What follows belongs to an exercise in optimizing a design on an open flow for small area and a short achievable clock period; a production flow would make more cautious choices. Only simulation tests tie the RTL to the original design; equivalence was not proved.

==> module floating_adder, before the edit <==
module floating_adder (
  input  [31:0] a,
  input  [31:0] b,
  output [31:0] r
);
wire        sa = a[31];
wire        sb = b[31];
wire [7:0]  ea = a[30:23];
wire [7:0]  eb = b[30:23];
wire [22:0] fa = a[22:0];
wire [22:0] fb = b[22:0];
wire [23:0] ma = {1'b1, fa};
wire [23:0] mb = {1'b1, fb};
wire a_zero = (ea == 8'd0);
wire b_zero = (eb == 8'd0);
wire a_max  = (ea == 8'hFF);
wire b_max  = (eb == 8'hFF);
wire a_inf  = a_max && (fa == 23'd0);
wire b_inf  = b_max && (fb == 23'd0);
wire a_nan  = a_max && (fa != 23'd0);
wire b_nan  = b_max && (fb != 23'd0);
wire sub = sa ^ sb;
wire [8:0] dab  = {1'b0, ea} - {1'b0, eb};
wire [8:0] dba  = {1'b0, eb} - {1'b0, ea};
wire       a_ge = ~dab[8];
wire [7:0]  ex = a_ge ? ea : eb;
wire        sx = a_ge ? sa : sb;
wire [23:0] mx = a_ge ? ma : mb;
function [4:0] tz24;
  input [23:0] v;
  integer i;
  begin
    tz24 = 5'd23;
    for (i = 22; i >= 0; i = i - 1)
      if (v[i]) tz24 = i[4:0];
  end
endfunction
wire [4:0] tza = tz24(ma);
wire [4:0] tzb = tz24(mb);
wire [26:0] a27   = {ma, 3'b000};
wire [26:0] b27   = {mb, 3'b000};
wire        bigab = (dab[7:0] >= 8'd27);
wire        bigba = (dba[7:0] >= 8'd27);
wire [26:0] b_sh  = bigab ? 27'd0 : (b27 >> dab[4:0]);
wire [26:0] a_sh  = bigba ? 27'd0 : (a27 >> dba[4:0]);
wire        stb   = (dab[7:0] > ({3'd0, tzb} + 8'd2));
wire        sta   = (dba[7:0] > ({3'd0, tza} + 8'd2));
wire [26:0] y_al  = a_ge ? {b_sh[26:1], b_sh[0] | stb} : {a_sh[26:1], a_sh[0] | sta};
wire [23:0] zh = sub ? ~y_al[26:3] : y_al[26:3];
wire [2:0]  yl = y_al[2:0];
wire [3:0]  lo = sub ? ({1'b0, ~yl} + 4'd1) : {1'b0, yl};
wire [2:0]  tl = lo[2:0];
wire        c3 = lo[3];
wire [24:0] h0 = {1'b0, mx} + {1'b0, zh};
wire [25:0] h1w = {1'b0, mx, 1'b1} + {1'b0, zh, 1'b1};
wire [24:0] h1  = h1w[25:1];
wire [24:0] h  = c3 ? h1 : h0;
wire caseR = ~sub & h0[24];
wire caseL = sub & ~h[23];
wire caseN = ~caseR & ~caseL;
wire        rR   = h0[0] & ((|tl) | h0[1]);
wire [22:0] fR   = rR ? h1[23:1] : h0[23:1];
wire        rN   = tl[2] & (tl[1] | tl[0] | h0[0]);
wire [22:0] fN   = (rN | c3) ? h1[22:0] : h0[22:0];
wire        oN   = rN & ~c3 & ~h1[23];
wire        rL   = tl[1] & (tl[0] | tl[2]);
wire [22:0] fL   = (rL & tl[2]) ? {h1[21:0], 1'b0} : {h[21:0], tl[2] | rL};
wire        oL   = rL & tl[2] & ~h1[22];
wire [7:0] exm1  = ex - 8'd1;
wire [7:0] exp1  = ex + 8'd1;
wire       ex254 = (ex == 8'd254);
wire       ex1   = (ex == 8'd1);
wire [30:0] pR  = ex254 ? {8'hFF, 23'd0} : {exp1, fR};
wire [30:0] pN0 = {ex, fN};
wire [30:0] pN1 = ex254 ? {8'hFF, 23'd0} : {exp1, 23'd0};
wire [30:0] pL0 = ex1 ? 31'd0 : {exm1, fL};
wire [30:0] pL1 = {ex, 23'd0};
wire [30:0] pfar = ({31{caseR}}               & pR)
                 | ({31{caseN & ~oN}}         & pN0)
                 | ({31{caseN &  oN}}         & pN1)
                 | ({31{caseL & ~oL}}         & pL0)
                 | ({31{caseL &  oL}}         & pL1);
wire [31:0] rfar = {sx, pfar};
wire        e_eq = (ea == eb);
wire        e_a1 = (dab == 9'd1);
wire        e_b1 = (dba == 9'd1);
wire [25:0] cab  = {1'b0, ma, 1'b0} - {2'b00, mb};
wire [25:0] cba  = {1'b0, mb, 1'b0} - {2'b00, ma};
wire [25:0] cea  = {1'b0, ma, 1'b0} - {1'b0, mb, 1'b0};
wire [25:0] ceb  = {1'b0, mb, 1'b0} - {1'b0, ma, 1'b0};
wire        eneg = cea[25];
wire d0   = ~(ea[0] ^ eb[0]);
wire a_gt = (ea > eb);
wire [24:0] c1 = a_gt ? cab[24:0] : cba[24:0];
wire [24:0] c0 = eneg ? ceb[24:0] : cea[24:0];
wire [24:0] c  = d0 ? c0 : c1;
wire        cs = d0 ? (eneg ? sb : sa) : (a_gt ? sa : sb);
wire [31:0] cz = {c, 7'h7F};
reg  [15:0] v1;  reg [15:0] l1;
reg  [7:0]  v2;  reg [15:0] l2;
reg  [3:0]  v3;  reg [11:0] l3;
reg  [1:0]  v4;  reg [7:0]  l4;
reg  [4:0]  clz;
integer k;
always @(*) begin
  for (k = 0; k < 16; k = k + 1) begin
    v1[k] = cz[2*k+1] | cz[2*k];
    l1[k] = ~cz[2*k+1];
  end
  for (k = 0; k < 8; k = k + 1) begin
    v2[k] = v1[2*k+1] | v1[2*k];
    l2[2*k+1 -: 2] = v1[2*k+1] ? {1'b0, l1[2*k+1]} : {1'b1, l1[2*k]};
  end
  for (k = 0; k < 4; k = k + 1) begin
    v3[k] = v2[2*k+1] | v2[2*k];
    l3[3*k+2 -: 3] = v2[2*k+1] ? {1'b0, l2[4*k+3 -: 2]} : {1'b1, l2[4*k+1 -: 2]};
  end
  for (k = 0; k < 2; k = k + 1) begin
    v4[k] = v3[2*k+1] | v3[2*k];
    l4[4*k+3 -: 4] = v3[2*k+1] ? {1'b0, l3[6*k+5 -: 3]} : {1'b1, l3[6*k+2 -: 3]};
  end
  clz = v4[1] ? {1'b0, l4[7:4]} : {1'b1, l4[3:0]};
end
wire [24:0] n16 = clz[4] ? {c[8:0], 16'd0} : c;
wire [24:0] n8  = clz[3] ? {n16[16:0], 8'd0} : n16;
wire [24:0] n4  = clz[2] ? {n8[20:0], 4'd0} : n8;
wire [24:0] n2  = clz[1] ? {n4[22:0], 2'd0} : n4;
wire [24:0] cn  = clz[0] ? {n2[23:0], 1'b0} : n2;
wire [8:0]  ce  = {1'b0, ex} - {4'd0, clz};
wire        czero = e_eq && (fa == fb);
reg [31:0] rclose;
always @(*) begin
  if (czero)
    rclose = 32'd0;
  else if (ce[8] || ce[7:0] == 8'd0)
    rclose = {cs, 31'd0};
  else
    rclose = {cs, ce[7:0], cn[23:1]};
end
wire use_close = sub && (e_eq || e_a1 || e_b1) && !c[24];
reg [31:0] res;
always @(*) begin
  if (a_nan || b_nan || (a_inf && b_inf && (sa != sb)))
    res = 32'h7FC00000;
  else if (a_inf)
    res = a;
  else if (b_inf)
    res = b;
  else if (a_zero && b_zero)
    res = {sa & sb, 31'd0};
  else if (b_zero)
    res = a;
  else if (a_zero)
    res = b;
  else if (use_close)
    res = rclose;
  else
    res = rfar;
end
assign r = res;
endmodule
make LEC_CHECK=0 CAP_MARGIN=20 CORE_MARGIN=2 CORE_UTILIZATION=40 SETUP_SLACK_MARGIN=5 SLEW_MARGIN=20 TNS_END_PERCENT=5 finish   # period 12.0 ns
run.sh (not shown) runs the stock make flow with config.mk's settings and CLKGATE_MAP_FILE= SYNTH_SCRIPT=/design/flow/synth_recipe.tcl, a recipe that flattens the netlist after the stock synthesis.
Then changed:
--- a/flow/design.v
+++ b/flow/design.v
@@ -1054,12 +1054,11 @@
 wire [2:0]  yl = y_al[2:0];
 wire [3:0]  lo = sub ? ({1'b0, ~yl} + 4'd1) : {1'b0, yl};
 wire [2:0]  tl = lo[2:0];
 wire        c3 = lo[3];
 wire [24:0] h0 = {1'b0, mx} + {1'b0, zh};
-wire [25:0] h1w = {1'b0, mx, 1'b1} + {1'b0, zh, 1'b1};
-wire [24:0] h1  = h1w[25:1];
+wire [24:0] h1 = {1'b0, mx} + {1'b0, zh} + 25'd1;
 wire [24:0] h  = c3 ? h1 : h0;
 wire caseR = ~sub & h0[24];
 wire caseL = sub & ~h[23];
 wire caseN = ~caseR & ~caseL;
 wire        rR   = h0[0] & ((|tl) | h0[1]);
What happened:
- final area hardly moves
- area after synthesis came out higher by 2.4%
- global-route usage came out higher by 0.41 points
- first-iteration DRC count came out lower by 8.9%
- core utilization came out lower by 1.0 points
- setup slack degrades by 0.39 ns
- hold slack improves by 0.091 ns
- final cell count came out higher by 1.5%
- count of clock-buffer cells in the layout is unchanged
- via count came out higher by 1.4%
- maximum frequency came out lower by 5.2%

[port drivers added, routing unchanged]
In the flow no input, the clock included, has a driving cell. The finished layouts below were timed again as built, in two steps.
Step 1, drivers: a clkbuf_16 drives clk and a buf_2 each remaining input, both assumed.
Step 2 adds t to the input delays and takes it off the output delays; t is the mean of the earliest and latest rising clock arrival at the registers after step 1. Input paths then give back, and output paths get back, about the clock's delay inside the block.
a / b / c = ideal / step 1 / step 2; a / b = the first two.
run | shift t [ns] | setup slack, ns | worst slew at a driven data input, ns | cell pins on the clock port's net
the first run | 0.561 | 4.992 / 4.992 / 4.992 | 0.06 | 1
the second run | 0.558 | 4.605 / 4.605 / 4.605 | 0.04 | 1
After both steps every run listed still meets setup and hold.
